This is an optimization exercise on Yosys and OpenROAD, whose aim is small area, not a production implementation. No run shown here included a check of the RTL's function; only the layout flow was run. Power is estimated from default activity; no workload was simulated.

File: flow/design.v
module uart (
    input rst,
    input clk,
    input [1:0] t,
    input st_go,                 
    input [2:0] sel,             
    input [7:0] st_byte,
    input dma_pass,
    input dma_rx,                
    input [7:0] ptr_byte,
    input dma_done,              
    input txcap,                 
    input [7:0] tx_in,
    output [7:0] rd_byte,        
    output [7:0] ptr_tap,        
    output reg [7:0] rx_byte,
    output dma_req,
    output rx_need,
    input rx,
    output tx
);
reg [7:0] u0 [0:3];
reg [7:0] u1 [0:3];
reg [7:0] u2 [0:3];
reg [7:0] u3 [0:3];
reg [7:0] u4 [0:3];
reg [7:0] u5 [0:3];
wire [7:0] tx_start = u0[0];
wire [7:0] tx_end = u1[0];
wire [7:0] rx_start = u2[0];
wire [7:0] rx_end = u3[0];
wire [7:0] tx_ptr = u4[0];
wire [7:0] rx_ptr = u5[0];
reg tx_en, rx_en;
reg [1:0] clr_cnt;
wire clr = rst | (clr_cnt != 0);
reg ptrrst;                      
wire ptrrst_now = (t == 0) ? st_byte[5] : ptrrst;
wire st_cfg = st_go & (sel == 3'd0);
wire w0 = st_go & (sel == 3'd1);
wire w1 = st_go & (sel == 3'd2);
wire w2 = st_go & (sel == 3'd3);
wire w3 = st_go & (sel == 3'd4);
wire w4 = w0 | (dma_pass & ~dma_rx);
wire w5 = w2 | (st_cfg & ptrrst_now) | (dma_pass & dma_rx);
wire [7:0] d4 = dma_pass ? ptr_byte : st_byte;
wire [7:0] d5 = dma_pass ? ptr_byte : (st_cfg ? rx_start : st_byte);
integer k;
always @(posedge clk) begin
    for (k = 0; k < 3; k = k + 1) begin
        u0[k] <= u0[k+1];
        u1[k] <= u1[k+1];
        u2[k] <= u2[k+1];
        u3[k] <= u3[k+1];
        u4[k] <= u4[k+1];
        u5[k] <= u5[k+1];
    end
    u0[3] <= clr ? 8'd0 : w0 ? st_byte : u0[0];
    u1[3] <= clr ? 8'd0 : w1 ? st_byte : u1[0];
    u2[3] <= clr ? 8'd0 : w2 ? st_byte : u2[0];
    u3[3] <= clr ? 8'd0 : w3 ? st_byte : u3[0];
    u4[3] <= clr ? 8'd0 : w4 ? d4 : u4[0];
    u5[3] <= clr ? 8'd0 : w5 ? d5 : u5[0];
end
reg txeq_acc, rxeq_acc, tx_eq, rx_eq;
wire txeq_now = (tx_ptr == tx_end) & ((t == 0) | txeq_acc);
wire rxeq_now = (rx_ptr == rx_end) & ((t == 0) | rxeq_acc);
reg [9:0] txs;
reg [2:0] txc;
wire tx_busy = txs != 0;
wire tx_need = tx_en & ~tx_eq & ~tx_busy & ~txcap;
wire tx_done = tx_en & tx_eq & ~tx_busy & ~txcap;
assign tx = txs[0] | ~tx_busy;
reg rx_prev, rvalid;
reg [9:0] rs;
reg [2:0] rc;
wire rx_idle = rs[0];
wire rx_full = rx_en & rx_eq;
assign rx_need = rvalid;
assign dma_req = rvalid | tx_need;
assign ptr_tap = dma_rx ? rx_ptr : tx_ptr;
always @(*) rx_byte = rs[9:2];
always @(posedge clk) begin
    txeq_acc <= txeq_now;
    rxeq_acc <= rxeq_now;
    if (t == 2'd3) begin
        tx_eq <= txeq_now;
        rx_eq <= rxeq_now;
    end
    if (t == 0)
        ptrrst <= st_byte[5];
    if (rst) begin
        clr_cnt <= 2'd3;
        txs <= 10'd0;
        rx_prev <= 1'b1;
        rs[0] <= 1'b1;
        rvalid <= 0;
        tx_en <= 0;
        rx_en <= 0;
    end else begin
        if (clr_cnt != 0)
            clr_cnt <= clr_cnt - 1'b1;
        if (txcap) begin
            txs <= {1'b1, tx_in, 1'b0};
            txc <= 0;
        end else if (tx_busy && t == 0) begin
            txc <= txc + 1'b1;
            if (txc == 3'd7)
                txs <= {1'b0, txs[9:1]};
        end
        rx_prev <= rx;
        if (rx_idle) begin
            if (rx_prev & ~rx) begin
                rs <= 10'b1000000000;
                rc <= 0;
            end
        end else if (t == 0) begin
            rc <= rc + 1'b1;
            if (rc == 3'd3) begin
                rs <= {rx, rs[9:1]};
                if (rs[1])
                    rvalid <= rx_en & ~rx_eq;
            end
        end
        if (dma_done & dma_rx)
            rvalid <= 0;
        if (st_cfg && t == 0) begin
            tx_en <= st_byte[1];
            rx_en <= st_byte[2];
        end
    end
end
reg [7:0] rdb;
always @(*) begin
    case (sel)
        3'd0: rdb = (t == 0) ? {3'b0, rx_full, tx_done, rx_en, tx_en, 1'b0} : 8'd0;
        3'd1: rdb = tx_start;
        3'd2: rdb = tx_end;
        3'd3: rdb = rx_start;
        3'd4: rdb = rx_end;
        3'd5: rdb = rx_ptr;
        default: rdb = 8'd0;
    endcase
end
assign rd_byte = rdb;
endmodule
module bf8b (
    input rst,
    input clk,
    input rx,
    input [31:0] data_in,
    output [31:0] data_out,
    output [29:0] addr,
    output [3:0] wes,
    output tx
);
localparam P_FETCH = 2'd0;      
localparam P_EX    = 2'd1;      
localparam P_EX2   = 2'd2;      
localparam P_DMA   = 2'd3;      
localparam K_SLT   = 2'd0;
localparam K_SH    = 2'd1;
localparam K_LOAD  = 2'd2;
localparam K_STORE = 2'd3;
reg [1:0] t;
reg [1:0] pass;
reg [1:0] k2;
reg [29:0] pc;
reg [31:0] a;
reg [4:0] rlo;                   
reg [2:0] rf3;                   
reg c;                           
reg cc;                          
reg zacc;                        
reg flag;                        
reg dsel;                        
reg txcap;                       
reg pcinc;                       
reg uflag;                       
wire t0 = t == 2'd0;
wire t1 = t == 2'd1;
wire t3 = t == 2'd3;
wire [31:0] ir = data_in;
wire [4:0] opc = ir[6:2];
wire [2:0] f3 = ir[14:12];
wire [4:0] rd = ir[11:7];
wire [4:0] rs1 = ir[19:15];
wire [4:0] rs2 = ir[24:20];
wire is_load  = opc == 5'b00000;
wire is_opimm = opc == 5'b00100;
wire is_auipc = opc == 5'b00101;
wire is_store = opc == 5'b01000;
wire is_op    = opc == 5'b01100;
wire is_lui   = opc == 5'b01101;
wire is_br    = opc == 5'b11000;
wire is_jalr  = opc == 5'b11001;
wire is_jal   = opc == 5'b11011;
wire is_alu   = is_op | is_opimm;
wire is_slt   = is_alu & (f3[2:1] == 2'b01);
wire is_sh    = is_alu & (f3[1:0] == 2'b01);
reg [31:0] imm;
always @(*) begin
    if (is_store)
        imm = {{20{ir[31]}}, ir[31:25], ir[11:7]};
    else if (is_br)
        imm = {{19{ir[31]}}, ir[31], ir[7], ir[30:25], ir[11:8], 1'b0};
    else if (is_lui | is_auipc)
        imm = {ir[31:12], 12'b0};
    else if (is_jal)
        imm = {{11{ir[31]}}, ir[31], ir[19:12], ir[20], ir[30:21], 1'b0};
    else
        imm = {{20{ir[31]}}, ir[31:20]};
end
wire [7:0] immb = imm[8*t +: 8];
wire [4:0] rs2x = (pass == P_EX) ? rs2 : rlo;
wire [7:0] p1, p2;
reg [7:0] rf [1:31][0:3];
wire [31:1] sel1, sel2;
wire [31*8-1:0] taps;
genvar gr;
generate
    for (gr = 1; gr < 32; gr = gr + 1) begin : TAP
        assign taps[8*(gr-1) +: 8] = rf[gr][0];
    end
endgenerate
onehot5 DEC1 (.x(rs1), .y(sel1));
onehot5 DEC2 (.x(rs2x), .y(sel2));
rdmux RD1 (.sel(sel1), .taps(taps), .q(p1));
rdmux RD2 (.sel(sel2), .taps(taps), .q(p2));
integer r, j;
reg wen;
reg [4:0] wreg;
reg [7:0] wbyte;
always @(posedge clk) begin
    for (r = 1; r < 32; r = r + 1) begin
        for (j = 0; j < 3; j = j + 1)
            rf[r][j] <= rf[r][j+1];
        rf[r][3] <= (wen && wreg == r) ? wbyte : rf[r][0];
    end
end
reg inc_a;                       
wire [29:0] inc = (inc_a ? a[31:2] : pc) + 1'b1;
wire [31:0] pcw = {pc, 2'b00};
wire [31:0] incw = {inc, 2'b00};
wire [7:0] pcb = pcw[8*t +: 8];
wire [7:0] incb = incw[8*t +: 8];
wire [7:0] uart_ptr;
wire in_dma = pass == P_DMA;
wire use_pc = is_auipc | is_jal | is_br;
wire [7:0] ain = in_dma ? uart_ptr : use_pc ? pcb : is_lui ? 8'd0 : p1;
wire [7:0] bin = in_dma ? 8'd0 : is_op ? p2 : immb;
wire sub = ~in_dma & is_op & ir[30] & (f3 == 3'b000);
wire cin = t0 ? (sub | in_dma) : c;
wire [8:0] sum = {1'b0, ain} + {1'b0, bin ^ {8{sub}}} + cin;
wire [7:0] cb = (is_op | is_br) ? p2 : immb;
wire ccin = t0 ? 1'b1 : cc;
wire [8:0] cdiff = {1'b0, p1} + {1'b0, ~cb} + ccin;
wire ltu = ~cdiff[8];
wire lt = ltu ^ p1[7] ^ cb[7];
wire eq = (p1 == cb) & (t0 | zacc);
wire cond = f3[2] ? (f3[1] ? ltu : lt) : eq;
wire taken = cond ^ f3[0];
wire left = ~f3[2];
wire [1:0] q = rlo[4:3];
wire [2:0] rr = rlo[2:0];
wire fill = ir[30] & flag;
wire [1:0] hi_i = left ? -q : q + 2'd1;
wire [1:0] lo_i = left ? ~q : q;
wire [7:0] hi_b = a[8*hi_i +: 8];
wire [7:0] lo_b = a[8*lo_i +: 8];
wire hi_ok = left ? (t >= q) : ({1'b0, t} + q < 3'd3);
wire lo_ok = left ? ({1'b0, t} >= q + 3'd1) : ({1'b0, t} + q < 3'd4);
wire [7:0] hi_v = hi_ok ? hi_b : {8{fill}};
wire [7:0] lo_v = lo_ok ? lo_b : {8{fill}};
wire [15:0] win = left ? {1'b0, hi_v, lo_v[7:1]} : {hi_v, lo_v};
wire [15:0] wsh = win >> (left ? ~rr : rr);
wire [7:0] shout = wsh[7:0];
reg [7:0] alub;
always @(*) begin
    case ({is_alu, f3})
        4'b1100: alub = p1 ^ bin;
        4'b1110: alub = p1 | bin;
        4'b1111: alub = p1 & bin;
        default: alub = sum[7:0];
    endcase
end
wire [1:0] aoff = a[1:0];
wire [1:0] lm = aoff + t;
wire [7:0] lraw = data_in[8*lm +: 8];
wire [1:0] sgn_i = aoff + {1'b0, rf3[0]};
wire lsgn = data_in[8*sgn_i + 7] & ~rf3[2];
wire lext = (rf3[1:0] == 2'b00) ? ~t0 : (rf3[1:0] == 2'b01) ? t[1] : 1'b0;
wire [7:0] ldb = lext ? {8{lsgn}} : lraw;
wire [1:0] lsz = (rf3[1:0] == 2'b00) ? 2'd0 : (rf3[1:0] == 2'b01) ? 2'd1 : 2'd3;
wire [1:0] tn = t + 2'd1;
wire [2:0] lnext = {1'b0, aoff} + {1'b0, (tn < lsz) ? tn : lsz};
wire uart_ea = sum[7:0] == 8'hFF && a[31:24] == 8'hFF && a[23:16] == 8'h00;
wire [2:0] sbyte = {1'b0, aoff} + {1'b0, t};
wire [2:0] ssize = (rf3[1:0] == 2'b00) ? 3'd1 : (rf3[1:0] == 2'b01) ? 3'd2 : 3'd4;
wire b3done = rf3[1:0] == 2'b10 && aoff == 2'd0;
wire st_now = {1'b0, t} < ssize && !(t3 && b3done);
wire [7:0] uart_rd;
wire [7:0] rx_byte;
wire dma_req, rx_need;
wire dma_rx = t0 ? rx_need : dsel;
wire k_uart = pass == P_EX2 && (k2 == K_LOAD || k2 == K_STORE) && uflag;
uart UART (
    .rst(rst),
    .clk(clk),
    .t(t),
    .st_go(k_uart && k2 == K_STORE),
    .sel(a[4:2]),
    .st_byte(p2),
    .dma_pass(in_dma),
    .dma_rx(dma_rx),
    .ptr_byte(sum[7:0]),
    .dma_done(in_dma & t3),
    .txcap(txcap),
    .tx_in(lraw),
    .rd_byte(uart_rd),
    .ptr_tap(uart_ptr),
    .rx_byte(rx_byte),
    .dma_req(dma_req),
    .rx_need(rx_need),
    .rx(rx),
    .tx(tx)
);
reg [1:0] npass;
reg [1:0] nk2;
reg pc_we;                       
reg [31:0] na;
reg [1:0] amux;                  
reg [3:0] wes_r;
reg [7:0] dbyte;
task automatic advance(input jump);
    begin
        pc_we = 1'b1;
        amux = jump ? 2'd3 : 2'd1;
        npass = dma_req ? P_DMA : P_EX;
    end
endtask
always @(*) begin
    npass = pass;
    nk2 = k2;
    pc_we = 1'b0;
    na = a;
    amux = 2'd0;
    inc_a = 1'b0;
    wes_r = 4'b0;
    wen = 1'b0;
    wreg = rd;
    wbyte = alub;
    dbyte = p2;
    case (pass)
        P_FETCH: begin
            if (t0 && pcinc) begin
                amux = 2'd1;
                pc_we = 1'b1;
            end
            if (t3)
                npass = dma_req ? P_DMA : P_EX;
        end
        P_EX: begin
            if (is_alu & (is_slt | is_sh)) begin
                na = {p1, a[31:8]};
                if (t3) begin
                    nk2 = is_slt ? K_SLT : K_SH;
                    npass = P_EX2;
                end
            end else if (is_alu | is_lui | is_auipc) begin
                wen = 1'b1;
                if (t3)
                    advance(1'b0);
            end else if (is_jal | is_jalr | is_br) begin
                na = {sum[7:0], a[31:8]};
                if (!is_br) begin
                    wen = 1'b1;
                    wbyte = incb;
                end
                if (t3)
                    advance(!is_br || taken);
            end else begin
                na = {sum[7:0], a[31:8]};
                if (t3) begin
                    nk2 = is_load ? K_LOAD : K_STORE;
                    npass = P_EX2;
                    if (is_load)
                        amux = 2'd3;
                    else if (f3[1:0] == 2'b10 && a[9:8] == 2'b00 && !uart_ea) begin
                        amux = 2'd3;
                        wes_r = 4'b1000;
                    end
                end
            end
        end
        P_EX2: begin
            case (k2)
                K_SLT: begin
                    wen = 1'b1;
                    wbyte = {7'b0, flag & t0};
                    if (t3)
                        advance(1'b0);
                end
                K_SH: begin
                    wen = 1'b1;
                    wbyte = shout;
                    na = {a[7:0], a[31:8]};
                    if (t3)
                        advance(1'b0);
                end
                K_LOAD: begin
                    wen = 1'b1;
                    wreg = rlo;
                    if (uflag)
                        wbyte = uart_rd;
                    else begin
                        wbyte = ldb;
                        if (!t3) begin
                            inc_a = lnext[2];
                            amux = lnext[2] ? 2'd1 : 2'd2;
                        end
                    end
                    if (t3)
                        advance(1'b0);
                end
                default: begin
                    if (!uflag && st_now) begin
                        inc_a = sbyte[2];
                        amux = sbyte[2] ? 2'd1 : 2'd2;
                        wes_r = 4'b0001 << sbyte[1:0];
                    end
                    if (t3) begin
                        if (!uflag && st_now)
                            npass = P_FETCH;     
                        else
                            advance(1'b0);
                    end
                end
            endcase
        end
        default: begin
            na = {uart_ptr, a[31:8]};
            if (t3) begin
                amux = 2'd3;
                if (dsel) begin
                    wes_r = 4'b0001 << a[9:8];
                    dbyte = rx_byte;
                end
                npass = P_FETCH;
            end
        end
    endcase
end
wire [29:0] ea = {in_dma ? uart_ptr : sum[7:0], a[31:10]};
assign addr = (amux == 2'd0) ? pc : (amux == 2'd1) ? inc : (amux == 2'd2) ? a[31:2] : ea;
assign wes = rst ? 4'b0 : wes_r;
assign data_out = {4{dbyte}};
always @(posedge clk) begin
    if (rst) begin
        t <= 2'd0;
        pass <= P_FETCH;
        pc <= 30'd0;
        txcap <= 1'b0;
        pcinc <= 1'b0;
    end else begin
        t <= t + 1'b1;
        pass <= npass;
        if (pc_we)
            pc <= addr;
        txcap <= in_dma && t3 && !dsel;
        if (pass == P_EX2 && k2 == K_STORE && t3 && !uflag && st_now)
            pcinc <= 1'b1;
        else if (pass == P_FETCH && t0)
            pcinc <= 1'b0;
    end
    k2 <= nk2;
    a <= na;
    c <= sum[8];
    cc <= cdiff[8];
    zacc <= eq;
    if (pass == P_EX && t3) begin
        flag <= is_slt ? (f3[0] ? ltu : lt) : p1[7];
        uflag <= uart_ea;
    end
    if (pass == P_EX) begin
        rf3 <= f3;
        if (is_load)
            rlo <= rd;
        else if (is_op & is_sh)
            rlo <= t0 ? p2[4:0] : rlo;
        else
            rlo <= rs2;
    end
    if (in_dma && t0)
        dsel <= rx_need;
end
endmodule
module onehot5 (
    input [4:0] x,
    output [31:1] y
);
genvar i;
generate
    for (i = 1; i < 32; i = i + 1) begin : D
        assign y[i] = x == i;
    end
endgenerate
endmodule
module rdmux (
    input [31:1] sel,
    input [31*8-1:0] taps,
    output reg [7:0] q
);
integer i;
always @(*) begin
    q = 8'd0;
    for (i = 1; i < 32; i = i + 1)
        q = q | ({8{sel[i]}} & taps[8*(i-1) +: 8]);
end
endmodule
File: flow/constraint.sdc
create_clock -name core_clock -period 14.0 [get_ports {clk}]
set_input_delay 2.8000 -clock core_clock [delete_from_list [all_inputs] [get_ports {clk}]]
set_output_delay 2.8000 -clock core_clock [all_outputs]
set_load 0.01 [all_outputs]
File: flow/config.mk
export PLATFORM = sky130hd
export DESIGN_NAME = bf8b
export DESIGN_NICKNAME = bf8b
export VERILOG_FILES = /design/flow/design.v
export SDC_FILE = /design/flow/constraint.sdc
export NUM_CORES = 8
export LEC_CHECK = 0
export CAP_MARGIN = 20
export CORE_MARGIN = 2
export CORE_UTILIZATION = 35
export SLEW_MARGIN = 20
File: flow/flow/run.sh
#!/bin/bash
# The standard layout, with two of its steps tuned for area:
#  - ports are buffered with buf_2 rather than the resizer's default delay cell;
#  - clock-tree sinks are clustered in larger groups.
set -euo pipefail
export BUFFER_PORTS_ARGS="-buffer_cell sky130_fd_sc_hd__buf_2"
export CTS_ARGS="-sink_clustering_enable -repair_clock_nets -sink_clustering_size 28 -sink_clustering_max_diameter 120 -dont_use_dummy_load"
bash standard.sh > standard.log 2>&1
File: flow/standard.sh
#!/bin/bash
# synth_recipe.tcl (not shown) runs the flow's synth.tcl, then flattens the netlist and writes it again
# the make line also repeats each setting of config.mk as NAME=value (left out here)
make -C /OpenROAD-flow-scripts/flow DESIGN_CONFIG=/design/flow/config.mk WORK_HOME=/design/flow/orfs CLKGATE_MAP_FILE= SYNTH_SCRIPT=/design/flow/synth_recipe.tcl "${@:-finish}"
==> results of run 1 <==
==> through the flow <==
step / worst slack, ns / cells / util, %
global route: 0.3573 / 5851 / 38.30
finish: 0.7531 / 5852 / 38.31
CTS: 0.8579 / 5849 / 38.28
detailed placement: 0.8891 / 5794 / 37.19
global placement: 0.9406 / 5792 / 37.17
floorplan: 2.415 / 4161 / -
==> registers in the layout, summed over array words and instances, names as in the netlist, 3 cells and up <==
register / flops
rf: 992
pc: 30
UART.u2: 32
UART.u0: 32
rf3: 3
UART.u3: 32
UART.u1: 32
UART.txc: 3
a: 32
UART.txs: 10
UART.u5: 32
rlo: 5
UART.u4: 32
UART.rc: 3
UART.rs: 10
==> cell families after synthesis <==
logic type      share of synthesized area [%]
simple gates                            12.16
fa+ha+maj                               1.789
xor+xnor                                1.724
compound gates                          14.44
buf+inv                                 3.109
mux                                     6.849
flops                                   59.93
==> routing by layer <==
layer  wire length (um)  vias up  share of wire (%)  global-route usage (%)
li1                   -    14810                  -                       -
met3              14130      403                8.3                   5.009
met4              10250        2                6.0                   12.81
met5                 17        -              0.010                       0
met2              73520     1706                 43                   39.09
met1              72160    15980                 42                   33.57
==> final timing paths <==
check | start | to | slack (ns) | cells after the start
worst max-delay path | data_in[23] | addr[0] | 0.75 | 22
worst min-delay path | rf[77][2] | rf[76][2] | 0.27 | 0
worst max register to register | pass[0] | pc[6] | 5.63 | 23
worst min register to register | rf[77][2] | rf[76][2] | 0.27 | 0
==> power by group through the flow <==
stage	Sequential (uW)	Combinational (uW)	Clock (uW)
3_3_place_gp	3910	630	0
4_1_cts	3820	634	1840
3_5_place_dp	3910	631	0
2_1_floorplan	3880	380	0
6_report	3830	645	1800
5_1_grt	3830	681	1960
==> cell type report <==
| type | count | share of cell area (%) |
|---|---|---|
| sequential | 1305 | 54.97 |
| clock buffer | 55 | 2.828 |
| multi-input combinational | 2526 | 34.27 |
| antenna | 1 | 0.005143 |
| tap | 1662 | 4.273 |
| inverter | 69 | 0.5323 |
| timing repair buffer | 234 | 3.129 |
==> worst register-to-register path, stage by stage (launching register included) <==
cell and delay [ns]:
sky130_fd_sc_hd__dfxtp_1 0.47, sky130_fd_sc_hd__ha_1 0.19, sky130_fd_sc_hd__buf_4 0.28, sky130_fd_sc_hd__mux2_2 0.58, sky130_fd_sc_hd__nor2_1 0.67, sky130_fd_sc_hd__nand2_1 0.28
sky130_fd_sc_hd__nor2_1 0.61, sky130_fd_sc_hd__nand2_1 0.12, sky130_fd_sc_hd__o311ai_0 0.15, sky130_fd_sc_hd__nor3_2 0.16, sky130_fd_sc_hd__a211oi_1 0.45, sky130_fd_sc_hd__xor2_1 0.17
sky130_fd_sc_hd__fa_1 0.51, sky130_fd_sc_hd__nand2b_1 0.24, sky130_fd_sc_hd__a21oi_1 0.31, sky130_fd_sc_hd__o2111ai_1 0.37, sky130_fd_sc_hd__nor4b_2 0.33, sky130_fd_sc_hd__nand4_1 0.37
sky130_fd_sc_hd__a31o_2 0.52, sky130_fd_sc_hd__or3_1 0.82, sky130_fd_sc_hd__nand2_1 0.21, sky130_fd_sc_hd__a21oi_1 0.06, sky130_fd_sc_hd__a221oi_2 0.26, sky130_fd_sc_hd__a211oi_1 0.11
==> cells in the mapped netlist, drive strengths merged, types with 60 or more instances <==
library cell	count
dfxtp	1243
nor2	412
nand2	323
a21oi	235
clkbuf	187
o21ai	180
mux2	131
nand3	115
a22oi	106
a211oi	93
buf	74
mux2i	74
inv	68
edfxtp	62
nor3	60
==> out/qor.csv, run 1 <==
stage,metric,value,unit
layout,flip_flop_and_latch_area,0.02675,sq mm
timing,post-route-period-util,94.62,%
layout,final_nets,4288,
critical_path,crit_required,11.20,ns
critical_path,worstPathBufferInverterCount,4,
synthesis,synth_top_cells_by_area,"sky130_fd_sc_hd__dfxtp_1, sky130_fd_sc_hd__edfxtp_1, sky130_fd_sc_hd__nor2_1, sky130_fd_sc_hd__mux2_2, sky130_fd_sc_hd__nand2_1",
drt,vias_per_cell,5.622,
floorplanning,initial_utilization,35.13,%
clocking,clk_pin_slew,0.10,ns
synthesis,asyncSetResetFlopFracSynth,0,%
drt,count_of_vias_placed_by_the_detailed_router,32900,
synthesis,ys_seq_area_share,59.93,%
synthesis,ffs_latches_synth,1305,
timing,slew_headroom,17.84,%
layout,nFillCells,12480,
global_routing,grt_pass1_wl,238000,um
synthesis,edff_count_synth,62,
layout,layout_commonest_cell,sky130_fd_sc_hd__dfxtp_1,
placement,routabilityCongestion,1.040,
layout,synthToLayoutAreaGrowth,9.036,%
global_routing,grt_start_max_net_pins,62,
floorplanning,die_w,361.1,um
power,power-per-cell-area,128.8,mW/mm^2
drt,drcViolationCount,0,
timing,clock_skew,0.08878,ns
clocking,tritoncts,done,
timing,unrepaired_setup_endpoints_after_global_routing,no,
synthesis,synth.lib_cells_used.distinct,95,
global_routing,grt_pass1_vias,30880,
floorplanning,placement_rows,131,
clocking,post_cts_resized,0,
global_routing,number_of_antenna_violations_at_the_first_check_in_global_routing,7,
clocking,cts_post_setup_buffers_inserted,0,
synthesis,synth_top_area_share,55.76,%
global_routing,globalRouteOverflowTotal,0,
clocking,cts_hold_buffers,0,
timing,fin_crit,13.25,ns
critical_path,critPathMaxFanout,24,
synthesis,netlist.top_cell.by_area,sky130_fd_sc_hd__dfxtp_1,
timing,totalNegativeSetupSlack,0,ns
layout,multi_input_area,0.01667,sq mm
timing,timing.fmax,75.49,MHz
run_status,run_status,no timing/DRC/antenna violations,
drt,detail_route.first_pass.iterations,6,
clocking,htree_levels,2,
synthesis,synth_nets,4258,
layout,share_of_layout_cells_above_drive_strength_1,12.60,%
drt,antenna_violating_nets_post_route,0,
synthesis,synth_area_per_cell,10.73,sq um
power,comb_power_share,10.3,%
synthesis,mappedNetlistArea,0.04463,sq mm
power,power.ir.vdd_worst,0.0001201,V
clocking,clock_sink_count,1305,
floorplanning,dieArea,0.1304,sq mm
critical_path,critical-path-slowest-cell,sky130_fd_sc_hd__nor3_1,
clocking,cts_buffer_depth,3,
timing,worst_slew_pin_slew,1.228,ns
placement,dp.final_hpwl,123800,um
layout,final_cell_mix,"sky130_fd_sc_hd__dfxtp_1, sky130_fd_sc_hd__nor2_1, sky130_fd_sc_hd__nand2_1",
power,finalPower,6269,uW
worst_hold_path,timing.hold.worst.class,reg -> reg,
critical_path,path_class,in -> out,
clocking,cts_made_buffers,55,
job,timing.max_cap.violations,0,
power,cell_internal_pwr,4662,uW
drt,post_detailed_route_wirelength_per_cell,29.06,um
power,switching_share,25.64,%
critical_path,critical-path-max-stage-delay,0.89,ns
timing,final-hold-violation-count,0,
power,total_switching_power,1607,uW
power,power.sequential.fraction,61.0,%
synthesis,syn_inst,4161,
power,share_clk_of_total_power,28.7,%
placement,port-buffer-count,101,
clocking,root_buffer,sky130_fd_sc_hd__clkbuf_16,
critical_path,setup.worst_path.end_class,primary output,
global_routing,grtUsageTotal,25.29,%
drt,drt_iter0_markers,4023,
critical_path,path_cells,"buf_2, mux2_2, nand2_1, nor3_1, buf_4, a22oi_1, nand4_1, nor3_2, a211oi_1, xor2_1, fa_1, nand2b_1, a21oi_1, o2111ai_1, nor4b_2, nand4_1, a31o_2, or3_1, inv_2, o31ai_1, o31ai_1, buf_2",
drt,wirelength,170100,um
floorplanning,die_height,361.1,um
critical_path,worst_path_dominant_cell_family,simple AND/OR/NAND/NOR gates,
synthesis,postSynth.topFlopCell,sky130_fd_sc_hd__dfxtp_1,
timing,setup_viol,0,
timing,hold_slack,0.2724,ns
timing,final_number_of_max_transition_violations,0,
critical_path,critPathArrivalTime,10.45,ns
clocking,clock_latency_of_the_later_clocked_register_in_the_worst_skew_pair,0.71,ns
floorplanning,floorplan.io_pins,102,
power,p_leak,0.01823,uW
placement,detailed_place.area,0.04725,sq mm
synthesis,synth-warning-count,10,
critical_path,worstSetupStartpointType,primary input,
layout,finish.instance_area,0.04866,sq mm
floorplanning,core_area,0.1270,sq mm
==> inputs of run 2 (changes only) <==
==> flow/run.sh (new file) <==
#!/bin/bash
# synth_recipe.tcl (not shown) runs the flow's synth.tcl, then flattens the netlist and writes it again
# the make line also repeats each setting of config.mk as NAME=value (left out here)
make -C /OpenROAD-flow-scripts/flow DESIGN_CONFIG=/design/flow/config.mk WORK_HOME=/design/flow/orfs CLKGATE_MAP_FILE= SYNTH_SCRIPT=/design/flow/synth_recipe.tcl finish
--- a/flow/config.mk
+++ b/flow/config.mk
@@ -8,4 +8,6 @@
 export CAP_MARGIN = 20
 export CORE_MARGIN = 2
 export CORE_UTILIZATION = 35
+export CTS_CLUSTER_DIAMETER = 120
+export CTS_CLUSTER_SIZE = 28
 export SLEW_MARGIN = 20
removed: flow/flow/run.sh
removed: flow/standard.sh
==> out/qor.csv, run 2 <==
stage,metric,value,unit,change
timing,fin_crit,13.65,ns,+0.4017 ns
layout,layout_commonest_cell,sky130_fd_sc_hd__dfxtp_1,,
critical_path,capture_instance_of_the_worst_register_to_register_path,pc[6],,
clocking,clk_pin_slew,0.10,ns,about the same
power,cell_internal_pwr,4767,uW,+2.2%
timing,post-route-period-util,97.49,%,+2.9 points
critical_path,worst_path_dominant_cell_family,simple AND/OR/NAND/NOR gates,,
timing,clock_skew,0.05707,ns,-0.03171 ns
layout,final_nets,4309,,+0.49%
critical_path,critical-path-slowest-cell,sky130_fd_sc_hd__clkdlybuf4s50_1,,
drt,antenna_violating_nets_post_route,0,,unchanged
critical_path,critical_path.reg2reg.startpoint,pass[0],,
timing,totalNegativeSetupSlack,0,ns,unchanged
drt,wirelength,172700,um,+1.6%
synthesis,netlist.top_cell.by_area,sky130_fd_sc_hd__dfxtp_1,,
synthesis,synth-warning-count,10,,unchanged
power,comb_power_share,10.3,%,about the same
drt,drcViolationCount,0,,unchanged
global_routing,grt_pass1_vias,30810,,-0.22%
drt,detail_route.first_pass.iterations,6,,unchanged
clocking,clock_sink_count,1305,,unchanged
worst_hold_path,worstHoldStart,rf[75][0],,
power,p_leak,0.01832,uW,+0.53%
floorplanning,core_area,0.1270,sq mm,unchanged
power,total_switching_power,1730,uW,+7.6%
timing,unrepaired_setup_endpoints_after_global_routing,no,,
synthesis,ys_seq_area_share,59.93,%,unchanged
floorplanning,initial_utilization,35.13,%,unchanged
clocking,clock_latency_of_the_later_clocked_register_in_the_worst_skew_pair,0.74,ns,+0.03 ns
clocking,cts_made_buffers,58,,+5.5%
placement,port-buffer-count,101,,unchanged
global_routing,number_of_antenna_violations_at_the_first_check_in_global_routing,2,,-5
global_routing,grt_start_max_net_pins,62,,unchanged
synthesis,edff_count_synth,62,,unchanged
floorplanning,dieArea,0.1304,sq mm,unchanged
synthesis,synth_commonest_cells,"sky130_fd_sc_hd__dfxtp_1, sky130_fd_sc_hd__nor2_1, sky130_fd_sc_hd__nand2_1",,
layout,largest_register_ffs,992,,unchanged
drt,vias_per_cell,5.611,,-0.21%
global_routing,grt_pass1_wl,240900,um,+1.2%
drt,drt_iter0_markers,4070,,+1.2%
clocking,cts_buffer_depth,3,,unchanged
power,share_clk_of_total_power,30.8,%,+2.1 points
layout,largest_register,rf,,
synthesis,synth.most_common_cell,sky130_fd_sc_hd__dfxtp_1,,
power,switching_share,26.62,%,+0.99 points
layout,finish.instance_area,0.04964,sq mm,+2.0%
floorplanning,floorplan.io_pins,102,,unchanged
run_status,run_status,no timing/DRC/antenna violations,,
critical_path,worstSetupStartpointType,primary input,,
timing,worst_slew_pin_slew,1.223,ns,-0.004474 ns
synthesis,ffs_latches_synth,1305,,unchanged
timing,slew_headroom,18.14,%,+0.30 points
synthesis,synth.lib_cells_used.distinct,95,,unchanged
synthesis,syn_inst,4161,,unchanged
critical_path,setup.reg_to_reg.worst_slack,5.82,ns,+0.19 ns
critical_path,worstPathBufferInverterCount,4,,unchanged
floorplanning,placement_rows,131,,unchanged
global_routing,grtUsageTotal,25.68,%,+0.39 points
layout,synthToLayoutAreaGrowth,11.23,%,
timing,setup_viol,0,,unchanged
synthesis,synth_area_per_cell,10.73,sq um,unchanged
clocking,post_cts_resized,0,,unchanged
worst_hold_path,min_path_cells,0,,unchanged
power,power.sequential.fraction,58.8,%,-2.2 points
critical_path,crit_required,11.20,ns,about the same
drt,count_of_vias_placed_by_the_detailed_router,33050,,+0.44%
global_routing,globalRouteOverflowTotal,0,,unchanged
placement,detailed_place.area,0.04789,sq mm,+1.4%
layout,final_cell_mix,"sky130_fd_sc_hd__dfxtp_1, sky130_fd_sc_hd__nor2_1, sky130_fd_sc_hd__nand2_1",,
synthesis,postSynth.topFlopCell,sky130_fd_sc_hd__dfxtp_1,,
critical_path,reg2reg_depth,23,,unchanged
critical_path,path_cells,"clkdlybuf4s50_1, or3b_2, nor2_1, buf_4, a22oi_1, nand4_1, nor2_1, nand4_1, a221oi_1, a21o_1, fa_1, xor2_1, or4_1, a2111oi_2, nor4b_2, nand4_1, a31o_2, or3_1, inv_2, a221oi_2, o21ai_0, clkdlybuf4s50_1",,
layout,nFillCells,12350,,-1.0%
power,power.ir.vdd_worst,0.0001014,V,-16%
synthesis,mappedNetlistArea,0.04463,sq mm,unchanged
layout,share_of_layout_cells_above_drive_strength_1,11.12,%,-1.5 points
placement,routabilityCongestion,1.062,,+2.2%
clocking,tritoncts,done,,
critical_path,critPathArrivalTime,10.85,ns,+0.40 ns
critical_path,path_class,in -> out,,
clocking,root_buffer,sky130_fd_sc_hd__clkbuf_16,,
worst_hold_path,timing.hold.worst_endpoint,rf[74][0],,
timing,timing.fmax,73.27,MHz,-2.9%
critical_path,critical-path-max-stage-delay,0.85,ns,-0.04 ns
drt,wirelength_met1,73850,um,+2.3%
job,timing.max_cap.violations,0,,unchanged
placement,dp.final_hpwl,126300,um,+2.0%
power,power-per-cell-area,130.9,mW/mm^2,+1.6%
synthesis,synth_top_area_share,55.76,%,unchanged
critical_path,setup.worst_path.end_class,primary output,,
clocking,cts_post_setup_buffers_inserted,0,,unchanged
layout,diodes,0,,-1
clocking,htree_levels,2,,unchanged
drt,met2RoutedLength,74660,um,+1.6%
drt,post_detailed_route_wirelength_per_cell,29.33,um,+0.91%
clocking,cts_hold_buffers,0,,unchanged
drt,detailroute.wirelength.met3,13230,um,-6.4%
floorplanning,die_height,361.1,um,unchanged
synthesis,synth_top_cells_by_area,"sky130_fd_sc_hd__dfxtp_1, sky130_fd_sc_hd__edfxtp_1, sky130_fd_sc_hd__nor2_1, sky130_fd_sc_hd__mux2_2, sky130_fd_sc_hd__nand2_1",,
critical_path,critical-path-top-cell-by-count,sky130_fd_sc_hd__nand4_1,,
timing,final_number_of_max_transition_violations,0,,unchanged
synthesis,asyncSetResetFlopFracSynth,0,%,unchanged
synthesis,synth_nets,4258,,unchanged
floorplanning,die_w,361.1,um,unchanged
worst_hold_path,timing.hold.worst.class,reg -> reg,,
drt,top_layer,met5,,
timing,final-hold-violation-count,0,,unchanged
critical_path,critPathMaxFanout,15,,-38%
-- run 2: cell counts after synthesis --
Identical to the previous run, type by type.
-- run 2: cells by family after synthesis --
logic type,share of synthesized area [%]
flops,59.93
simple gates,12.16
compound gates,14.44
buf+inv,3.109
mux,6.849
xor+xnor,1.724
fa+ha+maj,1.789
-- run 2: metal layers --
layer  vias up  GRT usage, %
met2      1703         39.46
met3       435         4.273
met4         4         13.90
met1     16060         34.46
met5         -             0
li1      14850             -
-- run 2: worst max path at each step --
stage / startpoint / endpoint / slack, ns / cells past startpoint
3_3_place_gp: data_in[17] / addr[0] / 0.29 / 20
6_report: data_in[17] / addr[2] / 0.35 / 22
3_5_place_dp: data_in[17] / addr[2] / 0.44 / 21
2_1_floorplan: data_in[24] / addr[23] / 2.42 / 22
5_1_grt: data_in[24] / addr[23] / 0.07 / 25
4_1_cts: data_in[17] / addr[2] / 0.43 / 21
-- run 2: through the flow --
step | hold slack (ns) | std cells | setup slack [ns] | utilization, % | power [uW]
floorplan | 0.3096 | 4161 | 2.415 | - | 4256
global placement | 0.3096 | 5811 | 0.2921 | 37.68 | 4560
detailed placement | 0.3121 | 5813 | 0.4384 | 37.70 | 4559
CTS | 0.2881 | 5889 | 0.4308 | 39.05 | 6528
global route | 0.2873 | 5890 | 0.06572 | 39.08 | 6702
finish | 0.2855 | 5890 | 0.3515 | 39.08 | 6496
-- run 2: final cells by class --
cell class	count	area, sq um	share of cell area [%]
clock buffers	61	1473	2.967
well taps	1662	2079	4.189
clock inverters	15	236.5	0.4764
repair buffers	252	2165	4.360
flip-flops and latches	1305	26750	53.88
multi-input cells	2526	16680	33.61
inverters	69	259.0	0.5217
-- run 2: power by group through the flow --
stage               Sequential (uW)  Clock (uW)  Combinational [uW]
finish                         3820        2000                 670
CTS                            3820        2050                 655
floorplan                      3880           0                 380
detailed placement             3910           0                 652
global placement               3910           0                 653
global route                   3830        2170                 702
==> inputs of run 3 (changes only) <==
--- a/flow/design.v
+++ b/flow/design.v
@@ -213,21 +213,17 @@
 end
 wire [7:0] immb = imm[8*t +: 8];
 wire [4:0] rs2x = (pass == P_EX) ? rs2 : rlo;
-wire [7:0] p1, p2;
 reg [7:0] rf [1:31][0:3];
-wire [31:1] sel1, sel2;
-wire [31*8-1:0] taps;
-genvar gr;
-generate
-    for (gr = 1; gr < 32; gr = gr + 1) begin : TAP
-        assign taps[8*(gr-1) +: 8] = rf[gr][0];
-    end
-endgenerate
-onehot5 DEC1 (.x(rs1), .y(sel1));
-onehot5 DEC2 (.x(rs2x), .y(sel2));
-rdmux RD1 (.sel(sel1), .taps(taps), .q(p1));
-rdmux RD2 (.sel(sel2), .taps(taps), .q(p2));
+reg [7:0] p1, p2;
 integer r, j;
+always @(*) begin
+    p1 = 8'd0;
+    p2 = 8'd0;
+    for (r = 1; r < 32; r = r + 1) begin
+        p1 = p1 | ({8{rs1 == r}} & rf[r][0]);
+        p2 = p2 | ({8{rs2x == r}} & rf[r][0]);
+    end
+end
 reg wen;
 reg [4:0] wreg;
 reg [7:0] wbyte;
@@ -495,26 +491,3 @@
         dsel <= rx_need;
 end
 endmodule
-module onehot5 (
-    input [4:0] x,
-    output [31:1] y
-);
-genvar i;
-generate
-    for (i = 1; i < 32; i = i + 1) begin : D
-        assign y[i] = x == i;
-    end
-endgenerate
-endmodule
-module rdmux (
-    input [31:1] sel,
-    input [31*8-1:0] taps,
-    output reg [7:0] q
-);
-integer i;
-always @(*) begin
-    q = 8'd0;
-    for (i = 1; i < 32; i = i + 1)
-        q = q | ({8{sel[i]}} & taps[8*(i-1) +: 8]);
-end
-endmodule
--- a/flow/config.mk
+++ b/flow/config.mk
@@ -8,6 +8,6 @@
 export CAP_MARGIN = 20
 export CORE_MARGIN = 2
 export CORE_UTILIZATION = 35
-export CTS_CLUSTER_DIAMETER = 120
-export CTS_CLUSTER_SIZE = 28
+export CTS_CLUSTER_DIAMETER = 60
+export CTS_CLUSTER_SIZE = 25
 export SLEW_MARGIN = 20
==> out/qor.csv, run 3 <==
stage,metric,value,unit,change
run_status,run_status,no timing/DRC/antenna violations,,
power,power-per-cell-area,135.2,mW/mm^2,+3.3%
timing,slew_headroom,17.16,%,-0.97 points
synthesis,synth_top_area_share,54.89,%,-0.87 points
power,p_leak,0.01915,uW,+4.5%
synthesis,ys_seq_area_share,58.99,%,-0.94 points
critical_path,setup.reg_to_reg.worst_slack,5.88,ns,+0.06 ns
timing,worst_slew_pin_slew,1.232,ns,+0.008572 ns
clocking,cts_hold_buffers,0,,unchanged
timing,totalNegativeSetupSlack,0,ns,unchanged
critical_path,worstPathBufferInverterCount,4,,unchanged
clocking,post_cts_resized,0,,unchanged
synthesis,synth-warning-count,9,,-1
timing,clock_skew,0.03750,ns,-0.01957 ns
layout,layout_commonest_cell,sky130_fd_sc_hd__dfxtp_1,,
clocking,cts_post_setup_buffers_inserted,0,,unchanged
layout,largest_register,rf,,
timing,setup_viol,0,,unchanged
synthesis,netlist.top_cell.by_area,sky130_fd_sc_hd__dfxtp_1,,
timing,hold_slack,0.3048,ns,+0.01937 ns
global_routing,grtUsageTotal,25.02,%,-0.65 points
placement,dp.final_hpwl,125800,um,-0.36%
critical_path,path_class,in -> out,,
global_routing,grt_pass1_vias,31170,,+1.2%
synthesis,postSynth.topFlopCell,sky130_fd_sc_hd__dfxtp_1,,
drt,vias_per_cell,5.632,,+0.39%
critical_path,critPathArrivalTime,10.94,ns,+0.09 ns
timing,final-hold-violation-count,0,,unchanged
global_routing,grt_start_max_net_pins,53,,-15%
timing,post-route-period-util,98.15,%,+0.67 points
worst_hold_path,min_path_cells,0,,unchanged
worst_hold_path,worstHoldStart,rf[22][5],,
critical_path,capture_instance_of_the_worst_register_to_register_path,pc[7],,
drt,post_detailed_route_wirelength_per_cell,28.39,um,-3.2%
drt,antenna_violating_nets_post_route,0,,unchanged
floorplanning,dieArea,0.1324,sq mm,+1.6%
drt,detail_route.first_pass.iterations,8,,+2
timing,fin_crit,13.74,ns,+0.09311 ns
critical_path,worst_path_dominant_cell_family,simple AND/OR/NAND/NOR gates,,
global_routing,globalRouteOverflowTotal,0,,unchanged
layout,fin_util,39.76,%,+0.68 points
synthesis,mappedNetlistArea,0.04534,sq mm,+1.6%
critical_path,crit_required,11.20,ns,about the same
timing,final_number_of_max_transition_violations,0,,unchanged
critical_path,critPathMaxFanout,15,,unchanged
synthesis,synth.lib_cells_used.distinct,107,,+13%
synthesis,ffs_latches_synth,1305,,unchanged
synthesis,edff_count_synth,62,,unchanged
placement,routabilityCongestion,1.026,,-3.4%
timing,unrepaired_setup_endpoints_after_global_routing,no,,
drt,drt_iter0_markers,4114,,+1.1%
critical_path,critical_path.reg2reg.startpoint,pass[0],,
job,timing.max_cap.violations,0,,unchanged
clocking,root_buffer,sky130_fd_sc_hd__clkbuf_16,,
power,finalPower,6935,uW,+6.8%
critical_path,critical-path-slowest-cell,sky130_fd_sc_hd__clkdlybuf4s50_1,,
clocking,tritoncts,done,,
timing,timing.fmax,72.77,MHz,-0.68%
critical_path,setup.worst_path.end_class,primary output,,
layout,final_cell_mix,"sky130_fd_sc_hd__dfxtp_1, sky130_fd_sc_hd__nand2_1, sky130_fd_sc_hd__nor2_1",,
clocking,cts_buffer_depth,3,,unchanged
layout,finish.instance_area,0.05128,sq mm,+3.3%
clocking,htree_levels,3,,+1
drt,count_of_vias_placed_by_the_detailed_router,33600,,+1.7%
synthesis,synth_commonest_cells,"sky130_fd_sc_hd__dfxtp_1, sky130_fd_sc_hd__nand2_1, sky130_fd_sc_hd__nor2_1",,
critical_path,reg2reg_depth,22,,-4.3%
floorplanning,initial_utilization,35.15,%,about the same
clocking,clock_sink_count,1305,,unchanged
clocking,cts_made_buffers,85,,+47%
global_routing,number_of_antenna_violations_at_the_first_check_in_global_routing,5,,+3
floorplanning,die_w,363.9,um,+0.78%
clocking,clk_pin_slew,0.09,ns,about the same
drt,drcViolationCount,0,,unchanged
synthesis,synth_top_cells_by_area,"sky130_fd_sc_hd__dfxtp_1, sky130_fd_sc_hd__mux2_2, sky130_fd_sc_hd__edfxtp_1, sky130_fd_sc_hd__nand2_1, sky130_fd_sc_hd__nor2_1",,
floorplanning,placement_rows,132,,+0.76%
drt,wirelength,169400,um,-1.9%
synthesis,synth_area_per_cell,11.03,sq um,+2.8%
placement,port-buffer-count,101,,unchanged
layout,final_nets,4264,,-1.0%
synthesis,syn_inst,4112,,-1.2%
synthesis,synth_nets,4208,,-1.2%
layout,synthToLayoutAreaGrowth,13.11,%,
critical_path,critical-path-max-stage-delay,0.90,ns,+0.05 ns
global_routing,grt_pass1_wl,238100,um,-1.2%
synthesis,synth.most_common_cell,sky130_fd_sc_hd__dfxtp_1,,
worst_hold_path,timing.hold.worst_endpoint,rf[21][5],,
placement,detailed_place.area,0.04843,sq mm,+1.1%
synthesis,asyncSetResetFlopFracSynth,0,%,unchanged
critical_path,path_cells,"clkdlybuf4s50_1, nand4_1, nand2_1, buf_4, a32oi_1, nand2_1, nor4_1, buf_4, or4b_2, o211ai_1, xor2_1, ha_1, a21oi_1, xnor2_1, and4_1, and4_4, o211ai_4, or3_1, a32o_1, or2_1, a311oi_1, clkdlybuf4s50_1",,
layout,share_of_layout_cells_above_drive_strength_1,12.83,%,+1.7 points
clocking,clock_latency_of_the_later_clocked_register_in_the_worst_skew_pair,0.72,ns,-0.02 ns
floorplanning,die_height,363.9,um,+0.78%
worst_hold_path,timing.hold.worst.class,reg -> reg,,
critical_path,worstSetupStartpointType,primary input,,
power,power.ir.vdd_worst,0.0001235,V,+22%
floorplanning,core_area,0.1290,sq mm,+1.5%
layout,largest_register_ffs,992,,unchanged
floorplanning,floorplan.io_pins,102,,unchanged
## run 3: changes by cell type after synthesis, moves of 13 or more
cell	before	now
sky130_fd_sc_hd__nor2_1	412	318
sky130_fd_sc_hd__a32o_1	5	27
sky130_fd_sc_hd__nand3_1	115	71
sky130_fd_sc_hd__a211oi_1	85	25
sky130_fd_sc_hd__clkbuf_1	187	160
sky130_fd_sc_hd__nor4_1	14	27
sky130_fd_sc_hd__a31oi_1	29	49
sky130_fd_sc_hd__or2_0	0	17
sky130_fd_sc_hd__mux2_2	130	167
sky130_fd_sc_hd__mux2i_1	73	97
sky130_fd_sc_hd__a21oi_1	235	153
sky130_fd_sc_hd__o22ai_1	50	19
## run 3: final cells by class
type                       instances  area [sq um]
fill                           12430         77710
clock inverter                    42         571.8
timing repair buffer             218          1902
clock buffer                     100          2267
inverter                          65         244.0
multi-input combinational       2493         17370
sequential                      1305         26750
antenna                            1         2.502
tap                             1742          2180
## run 3: stage by stage
step	cells	setup slack (ns)
floorplan	4112	2.526
CTS	5965	0.3446
global route	5965	0.03721
detailed placement	5823	0.3641
finish	5966	0.2584
global placement	5823	0.3254
## run 3: worst max-delay path by stage
| stage | start | end | slack (ns) | cells past startpoint |
|---|---|---|---|---|
| final | data_in[24] | addr[22] | 0.26 | 22 |
| after global routing | data_in[23] | addr[5] | 0.04 | 25 |
| after CTS | data_in[18] | addr[7] | 0.34 | 22 |
| after detailed placement | data_in[18] | addr[7] | 0.36 | 22 |
| after global placement | data_in[18] | addr[5] | 0.33 | 22 |
| after floorplan | data_in[21] | addr[22] | 2.53 | 25 |
## run 3: kinds of logic (layout without fill, tap and decap cells)
family,after synthesis,after routing,synth area share (%)
flops,1305,1305,58.99
simple gates,1113,1113,11.97
compound gates,930,930,14.54
buf+inv,314,425,3.003
mux,300,300,8.028
xor+xnor,89,89,1.719
fa+ha+maj,61,61,1.750
other cells,0,1,0
## run 3: power breakdown
group | internal (uW) | switching [uW] | leakage, uW
Sequential | 3750 | 28.4 | 0.0106
Combinational | 154 | 384 | 0.00720
Clock | 1250 | 1370 | 0.00137
## run 3: metal layers
layer	vias up	part of all wire (%)	track usage, %
met4	0	4.9	11.11
met5	-	0	0
met3	387	7.6	4.207
met2	1663	43	38.46
li1	14980	-	-
met1	16570	44	34.46
==> inputs of run 4 (changes only) <==
--- a/flow/config.mk
+++ b/flow/config.mk
@@ -8,6 +8,6 @@
 export CAP_MARGIN = 20
 export CORE_MARGIN = 2
 export CORE_UTILIZATION = 35
-export CTS_CLUSTER_DIAMETER = 60
-export CTS_CLUSTER_SIZE = 25
+export CTS_CLUSTER_DIAMETER = 40
+export CTS_CLUSTER_SIZE = 30
 export SLEW_MARGIN = 20
==> out/qor.csv, run 4 <==
stage,metric,value,unit,change
clocking,htree_levels,4,,+1
layout,final_nets,4316,,+1.2%
placement,place_ws,0.3641,ns,unchanged
global_routing,grt_start_max_net_pins,53,,unchanged
layout,diodes,0,,-1
critical_path,capture_instance_of_the_worst_register_to_register_path,pc[7],,
power,comb_power_share,6.6,%,-1.2 points
clocking,root_buffer,sky130_fd_sc_hd__clkbuf_16,,
timing,final_number_of_max_transition_violations,0,,unchanged
timing,post-route-period-util,98.20,%,about the same
timing,fin_crit,13.75,ns,+0.006227 ns
timing,timing.fmax,72.74,MHz,about the same
power,cell_internal_pwr,6045,uW,+17%
placement,dp.final_hpwl,125800,um,unchanged
critical_path,path_class,in -> out,,
synthesis,edff_count_synth,62,,unchanged
timing,worst_slew_pin_slew,1.219,ns,-0.01331 ns
synthesis,synth_top_area_share,54.89,%,unchanged
synthesis,postSynth.topFlopCell,sky130_fd_sc_hd__dfxtp_1,,
synthesis,netlist.top_cell.by_area,sky130_fd_sc_hd__dfxtp_1,,
timing,unrepaired_setup_endpoints_after_global_routing,no,,
worst_hold_path,timing.hold.worst.class,reg -> reg,,
worst_hold_path,worstHoldStart,rf[42][7],,
power,switching_share,25.93,%,+0.21 points
placement,detailed_place.area,0.04843,sq mm,unchanged
run_status,run_status,no timing/DRC/antenna violations,,
power,finalPower,8161,uW,+18%
power,power.sequential.fraction,46.3,%,-8.2 points
layout,final_cell_mix,"sky130_fd_sc_hd__dfxtp_1, sky130_fd_sc_hd__nand2_1, sky130_fd_sc_hd__nor2_1",,
synthesis,synth_top_cells_by_area,"sky130_fd_sc_hd__dfxtp_1, sky130_fd_sc_hd__mux2_2, sky130_fd_sc_hd__edfxtp_1, sky130_fd_sc_hd__nand2_1, sky130_fd_sc_hd__nor2_1",,
synthesis,synth_area_per_cell,11.03,sq um,unchanged
power,power-per-cell-area,152.8,mW/mm^2,+13%
global_routing,number_of_antenna_violations_at_the_first_check_in_global_routing,4,,-1
floorplanning,die_height,363.9,um,unchanged
timing,clock_skew,0.04658,ns,+0.009072 ns
drt,drt_iter0_markers,4003,,-2.7%
critical_path,critPathMaxFanout,19,,+4
synthesis,asyncSetResetFlopFracSynth,0,%,unchanged
global_routing,grt_pass1_vias,32070,,+2.9%
synthesis,mappedNetlistArea,0.04534,sq mm,unchanged
timing,totalNegativeSetupSlack,0,ns,unchanged
floorplanning,floorplan.io_pins,102,,unchanged
timing,slew_headroom,18.06,%,+0.89 points
power,share_clk_of_total_power,47.0,%,+9.3 points
critical_path,crit_required,11.20,ns,about the same
clocking,cts_buffer_depth,3,,unchanged
layout,finish.instance_area,0.05340,sq mm,+4.1%
power,p_leak,0.02016,uW,+5.3%
drt,detail_route.first_pass.iterations,6,,-2
clocking,tritoncts,done,,
drt,wirelength,171100,um,+1.0%
placement,routabilityCongestion,1.026,,unchanged
global_routing,grtUsageTotal,25.33,%,+0.31 points
critical_path,critical_path.reg2reg.startpoint,pass[0],,
worst_hold_path,min_path_cells,0,,unchanged
synthesis,synth-warning-count,9,,unchanged
synthesis,synth_nets,4208,,unchanged
layout,layout_commonest_cell,sky130_fd_sc_hd__dfxtp_1,,
critical_path,setup.worst_path.end_class,primary output,,
layout,largest_register,rf,,
power,total_switching_power,2116,uW,+19%
timing,worst_slack,0.2521,ns,-0.006227 ns
floorplanning,core_area,0.1290,sq mm,unchanged
drt,drcViolationCount,0,,unchanged
clocking,cts_made_buffers,137,,+61%
critical_path,setup.reg_to_reg.worst_slack,5.87,ns,about the same
critical_path,critPathArrivalTime,10.95,ns,about the same
drt,count_of_vias_placed_by_the_detailed_router,34150,,+1.6%
synthesis,ys_seq_area_share,58.99,%,unchanged
synthesis,synth.most_common_cell,sky130_fd_sc_hd__dfxtp_1,,
layout,largest_register_ffs,992,,unchanged
drt,vias_per_cell,5.621,,-0.20%
synthesis,syn_inst,4112,,unchanged
power,power.ir.vdd_worst,0.0001453,V,+18%
drt,post_detailed_route_wirelength_per_cell,28.17,um,-0.80%
floorplanning,initial_utilization,35.15,%,unchanged
floorplanning,die_w,363.9,um,unchanged
job,timing.max_cap.violations,0,,unchanged
timing,setup_viol,0,,unchanged
critical_path,reg2reg_depth,22,,unchanged
clocking,clk_pin_slew,0.07,ns,-0.02 ns
drt,antenna_violating_nets_post_route,0,,unchanged
critical_path,worstSetupStartpointType,primary input,,
synthesis,synth_commonest_cells,"sky130_fd_sc_hd__dfxtp_1, sky130_fd_sc_hd__nand2_1, sky130_fd_sc_hd__nor2_1",,
clocking,cts_hold_buffers,0,,unchanged
synthesis,synth.lib_cells_used.distinct,107,,unchanged
floorplanning,dieArea,0.1324,sq mm,unchanged
clocking,clock_latency_of_the_later_clocked_register_in_the_worst_skew_pair,0.77,ns,+0.05 ns
placement,port-buffer-count,101,,unchanged
synthesis,ffs_latches_synth,1305,,unchanged
timing,final-hold-violation-count,0,,unchanged
layout,synthToLayoutAreaGrowth,17.78,%,
clocking,clock_sink_count,1305,,unchanged
floorplanning,placement_rows,132,,unchanged
global_routing,grt_pass1_wl,241100,um,+1.3%
worst_hold_path,timing.hold.worst_endpoint,rf[41][7],,
global_routing,globalRouteOverflowTotal,0,,unchanged
critical_path,crit_path_start,data_in[24],,
layout,share_of_layout_cells_above_drive_strength_1,15.02,%,+2.2 points
run 4: kinds of logic after synthesis:
| family | synth area share, % |
|---|---|
| xor gates and xnor gates | 1.719 |
| and+or+nand+nor | 11.97 |
| buffers and inverters | 3.003 |
| DFF | 58.99 |
| adders and majority gates | 1.750 |
| AOI/OAI and AO/OA | 14.54 |
| muxes | 8.028 |
run 4: metrics by stage:
stage | std cells | hold WS [ns] | util, %
final | 6076 | 0.3037 | 41.40
after detailed placement | 5823 | 0.3121 | 37.54
after global routing | 6076 | 0.3109 | 41.40
after floorplan | 4112 | 0.3096 | -
after global placement | 5823 | 0.3095 | 37.54
after CTS | 6076 | 0.2975 | 41.39
run 4: worst max-delay path, cell delays in order:
cell	delay, ns
sky130_fd_sc_hd__clkdlybuf4s50_1	0.91
sky130_fd_sc_hd__nand4_1	0.36
sky130_fd_sc_hd__nand2_1	0.37
sky130_fd_sc_hd__buf_4	0.32
sky130_fd_sc_hd__a32oi_1	0.21
sky130_fd_sc_hd__nand2_1	0.07
sky130_fd_sc_hd__nor4_1	0.39
sky130_fd_sc_hd__buf_4	0.21
sky130_fd_sc_hd__or4b_2	0.67
sky130_fd_sc_hd__o211ai_1	0.36
sky130_fd_sc_hd__xor2_1	0.13
sky130_fd_sc_hd__ha_1	0.46
sky130_fd_sc_hd__a21oi_1	0.16
sky130_fd_sc_hd__xnor2_1	0.78
sky130_fd_sc_hd__and4_1	0.34
sky130_fd_sc_hd__and4_4	0.26
sky130_fd_sc_hd__o211ai_4	0.12
sky130_fd_sc_hd__or3_1	0.36
sky130_fd_sc_hd__a32o_1	0.34
sky130_fd_sc_hd__buf_4	0.26
sky130_fd_sc_hd__o21bai_1	0.24
sky130_fd_sc_hd__o221a_2	0.23
sky130_fd_sc_hd__clkdlybuf4s50_1	0.55
run 4: layer usage:
layer  share of wire (%)  track usage [%]
met5                   0                0
met4                 5.2            12.20
met3                 8.1            4.854
met2                  43            38.62
met1                  43            34.42
run 4: power groups by stage:
stage | sequential, uW | combinational [uW] | clock [uW]
after floorplan | 3850 | 301 | 0
final | 3780 | 540 | 3840
after global placement | 3870 | 525 | 0
after detailed placement | 3870 | 523 | 0
after global routing | 3780 | 564 | 4060
after CTS | 3780 | 526 | 3910
run 4: cell type report:
class,count,area (sq um)
Fill cell,12230,75590
Sequential cell,1305,26750
Multi-Input combinational cell,2493,17360
Clock buffer,160,3712
Tap cell,1742,2180
Timing Repair Buffer,218,1902
Clock inverter,93,1251
Inverter,65,244.0
run 4: how the worst max path moves through the flow:
stage          slack (ns)  depth (start not counted)       end
5_1_grt              0.05                         25   addr[5]
4_1_cts              0.34                         22   addr[7]
3_3_place_gp         0.33                         22   addr[5]
2_1_floorplan        2.53                         25  addr[22]
6_report             0.25                         23   addr[5]
3_5_place_dp         0.36                         22   addr[7]
run 4: repair_timing:
action                                  in CTS  in global routing
gates resized for setup                      0                  2
endpoints found under the hold margin        0                  0
endpoints found under the setup margin       0                 20
buffers inserted                             0                  0
==> inputs of run 5 (changes only) <==
--- a/flow/config.mk
+++ b/flow/config.mk
@@ -8,6 +8,6 @@
 export CAP_MARGIN = 20
 export CORE_MARGIN = 2
 export CORE_UTILIZATION = 35
-export CTS_CLUSTER_DIAMETER = 40
-export CTS_CLUSTER_SIZE = 30
+export CTS_CLUSTER_DIAMETER = 80
+export CTS_CLUSTER_SIZE = 20
 export SLEW_MARGIN = 20
==> out/qor.csv, run 5 <==
stage,metric,value,unit,change
floorplanning,die_w,363.9,um,unchanged
synthesis,synth.lib_cells_used.distinct,107,,unchanged
placement,routabilityCongestion,1.026,,unchanged
floorplanning,initial_utilization,35.15,%,unchanged
layout,final_nets,4262,,-1.3%
critical_path,critical-path-max-stage-delay,0.89,ns,-0.02 ns
synthesis,synth_top_area_share,54.89,%,unchanged
clocking,clock_sink_count,1305,,unchanged
floorplanning,dieArea,0.1324,sq mm,unchanged
critical_path,worst_path_dominant_cell_family,simple AND/OR/NAND/NOR gates,,
power,share_clk_of_total_power,35.9,%,-11 points
drt,wirelength,169300,um,-1.0%
global_routing,number_of_antenna_violations_at_the_first_check_in_global_routing,5,,+1
layout,fin_util,39.46,%,-1.9 points
timing,worst_slew_pin_slew,1.183,ns,-0.03604 ns
layout,flip_flop_and_latch_area,0.02675,sq mm,unchanged
clocking,htree_levels,3,,-1
clocking,clk_pin_slew,0.08,ns,about the same
timing,setup_viol,0,,unchanged
global_routing,grtUsageTotal,25.00,%,-0.33 points
clocking,cts_made_buffers,83,,-39%
drt,detail_route.first_pass.iterations,6,,unchanged
synthesis,postSynth.topFlopCell,sky130_fd_sc_hd__dfxtp_1,,
drt,drcViolationCount,0,,unchanged
layout,final_cell_count_no_fill,5939,,-2.3%
placement,dp.final_hpwl,125800,um,unchanged
global_routing,globalRouteOverflowTotal,0,,unchanged
synthesis,synth_commonest_cells,"sky130_fd_sc_hd__dfxtp_1, sky130_fd_sc_hd__nand2_1, sky130_fd_sc_hd__nor2_1",,
global_routing,grt_start_max_net_pins,53,,unchanged
global_routing,grt_pass1_wl,238400,um,-1.1%
placement,placedCellCount,5823,,unchanged
drt,post_detailed_route_wirelength_per_cell,28.51,um,+1.2%
layout,share_of_layout_cells_above_drive_strength_1,12.35,%,-2.7 points
drt,vias_per_cell,5.632,,+0.20%
drt,antenna_violating_nets_post_route,0,,unchanged
layout,final_cell_mix,"sky130_fd_sc_hd__dfxtp_1, sky130_fd_sc_hd__nand2_1, sky130_fd_sc_hd__nor2_1",,
critical_path,path_class,in -> out,,
floorplanning,placement_rows,132,,unchanged
floorplanning,floorplan.io_pins,102,,unchanged
critical_path,setup.worst_path.end_class,primary output,,
job,timing.max_cap.violations,0,,unchanged
timing,final_number_of_max_transition_violations,0,,unchanged
power,finalPower,6731,uW,-18%
global_routing,grt_pass1_vias,31320,,-2.3%
timing,totalNegativeSetupSlack,0,ns,unchanged
synthesis,mappedNetlistArea,0.04534,sq mm,unchanged
timing,clock_skew,0.04178,ns,-0.004799 ns
synthesis,asyncSetResetFlopFracSynth,0,%,unchanged
layout,synthToLayoutAreaGrowth,12.26,%,
critical_path,crit_required,11.20,ns,about the same
timing,post-route-period-util,98.24,%,about the same
timing,slew_headroom,20.48,%,+2.4 points
layout,largest_register_ffs,992,,unchanged
synthesis,synth-warning-count,9,,unchanged
power,power.ir.vdd_worst,0.0001421,V,-2.1%
layout,multi_input_area,0.01736,sq mm,unchanged
critical_path,worstSetupStartpointType,primary input,,
timing,timing.fmax,72.71,MHz,about the same
critical_path,critPathMaxFanout,15,,-4
power,cell_internal_pwr,5055,uW,-16%
timing,final-hold-violation-count,0,,unchanged
clocking,clock_latency_of_the_later_clocked_register_in_the_worst_skew_pair,0.69,ns,-0.08 ns
critical_path,path_cells,"clkdlybuf4s50_1, nand4_1, nand2_1, buf_4, a32oi_1, nand2_1, nor4_1, buf_4, or4b_2, o211ai_1, xor2_1, ha_1, a21oi_1, xnor2_1, and4_1, and4_4, o211ai_4, or3_1, a32o_1, or2_1, a311oi_1, clkdlybuf4s50_1",,
worst_hold_path,timing.hold.worst.class,reg -> reg,,
synthesis,ffs_latches_synth,1305,,unchanged
clocking,post_cts_resized,0,,unchanged
critical_path,critPathArrivalTime,10.95,ns,about the same
timing,unrepaired_setup_endpoints_after_global_routing,no,,
power,switching_share,24.90,%,-1.0 points
floorplanning,core_area,0.1290,sq mm,unchanged
clocking,tritoncts,done,,
synthesis,synth.most_common_cell,sky130_fd_sc_hd__dfxtp_1,,
drt,count_of_vias_placed_by_the_detailed_router,33450,,-2.1%
timing,fin_crit,13.75,ns,+0.005863 ns
power,p_leak,0.01897,uW,-5.9%
synthesis,ys_seq_area_share,58.99,%,unchanged
power,comb_power_share,8.0,%,+1.4 points
power,power-per-cell-area,132.3,mW/mm^2,-13%
synthesis,synth_nets,4208,,unchanged
synthesis,synth_area_per_cell,11.03,sq um,unchanged
critical_path,critical-path-slowest-cell,sky130_fd_sc_hd__clkdlybuf4s50_1,,
drt,drt_iter0_markers,4203,,+5.0%
clocking,cts_hold_buffers,0,,unchanged
critical_path,worstPathBufferInverterCount,4,,-1
floorplanning,die_height,363.9,um,unchanged
clocking,cts_buffer_depth,3,,unchanged
synthesis,synth_top_cells_by_area,"sky130_fd_sc_hd__dfxtp_1, sky130_fd_sc_hd__mux2_2, sky130_fd_sc_hd__edfxtp_1, sky130_fd_sc_hd__nand2_1, sky130_fd_sc_hd__nor2_1",,
synthesis,edff_count_synth,62,,unchanged
layout,layout_commonest_cell,sky130_fd_sc_hd__dfxtp_1,,
run_status,run_status,no timing/DRC/antenna violations,,
clocking,cts_post_setup_buffers_inserted,0,,unchanged
power,power.sequential.fraction,56.1,%,+9.8 points
synthesis,syn_inst,4112,,unchanged
synthesis,netlist.top_cell.by_area,sky130_fd_sc_hd__dfxtp_1,,
layout,nFillCells,12460,,+1.9%
clocking,root_buffer,sky130_fd_sc_hd__clkbuf_16,,
placement,port-buffer-count,101,,unchanged
power,total_switching_power,1676,uW,-21%
layout,largest_register,rf,,
## run 5: final cells by class
| type | count | area share (%) |
|---|---|---|
| inverters | 65 | 0.4794 |
| diodes | 2 | 0.009834 |
| flip-flops and latches | 1305 | 52.55 |
| clock buffers | 89 | 4.165 |
| clock inverters | 25 | 0.6588 |
| multi-input cells | 2493 | 34.12 |
| repair buffers | 218 | 3.737 |
| well taps | 1742 | 4.283 |
## run 5: cells by family after synthesis
kind of cell | Yosys count | share of synthesized area [%]
buffers and inverters | 314 | 3.003
adder cells (fa/ha/maj) | 61 | 1.750
flip-flops | 1305 | 58.99
XOR/XNOR | 89 | 1.719
multiplexers | 300 | 8.028
AND/OR/NAND/NOR | 1113 | 11.97
AO/OA/AOI/OAI | 930 | 14.54
## run 5: final timing paths
kind                                  start         to  slack [ns]  cells past startpoint
worst max-delay path            data_in[24]   addr[22]        0.25                     22
worst min-delay path              rf[41][3]  rf[40][3]        0.31                      0
worst max register to register      pass[0]      pc[3]        5.89                     22
worst min register to register    rf[41][3]  rf[40][3]        0.31                      0
## run 5: layer usage
metal / share of wire [%] / vias to the layer above / GRT usage (%)
li1: - / 14940 / -
met1: 44 / 16450 / 34.34
met2: 43 / 1691 / 38.49
met3: 7.8 / 374 / 4.015
met4: 5.0 / 0 / 11.56
met5: 0 / - / 0
## run 5: power by group through the flow
stage / Combinational [uW] / Clock (uW) / Sequential [uW]
floorplan: 301 / 0 / 3850
global placement: 525 / 0 / 3870
detailed placement: 523 / 0 / 3870
CTS: 525 / 2470 / 3780
global route: 563 / 2610 / 3780
finish: 538 / 2410 / 3780
## run 5: stage by stage
stage	setup slack (ns)	hold slack, ns	cell area (sq um)
finish	0.2463	0.3097	50900
global route	0.04823	0.3153	50890
CTS	0.3446	0.3112	50880
detailed placement	0.3641	0.3121	48430
global placement	0.3254	0.3095	48430
floorplan	2.526	0.3096	45340

## re-timing with driven ports
Ports are ideal in the flow. The routed layouts listed here were re-timed in OpenROAD. Step 1 sets driving cells, clkbuf_16 on the clock port and buf_2 on the other inputs (assumed; they add their load-dependent delay and slew). Step 2 moves the port delays by t, midway between the first and last clock arrival at a register: inputs arrive t later, outputs are due t later. That takes back most of the time a late clock gives input paths. a / b / c = no drivers / after step 1 / after step 2; a / b = the first two.
run | t, ns | setup WS [ns] | hold slack, ns | clock arrival spread, ns | worst data-port slew with drivers (ns)
run 1 | 0.738 | 0.753 / 0.709 / 0.709 | 0.272 / 0.272 / 0.272 | 0.089 / 0.089 | 0.09
run 2 | 0.787 | 0.351 / 0.312 / 0.312 | 0.285 / 0.285 / 0.285 | 0.057 / 0.057 | 0.12
run 3 | 0.775 | 0.258 / 0.228 / 0.228 | 0.305 / 0.305 / 0.305 | 0.044 / 0.044 | 0.18
run 4 | 0.821 | 0.252 / 0.221 / 0.221 | 0.304 / 0.304 / 0.304 | 0.048 / 0.048 | 0.17
run 5 | 0.750 | 0.246 / 0.216 / 0.216 | 0.310 / 0.310 / 0.310 | 0.042 / 0.042 | 0.17
After both steps setup and hold are still met in every run listed. The setup slack of run 1, which loses most, moves by -0.044 ns with the drivers and by -0.044 ns with both steps.
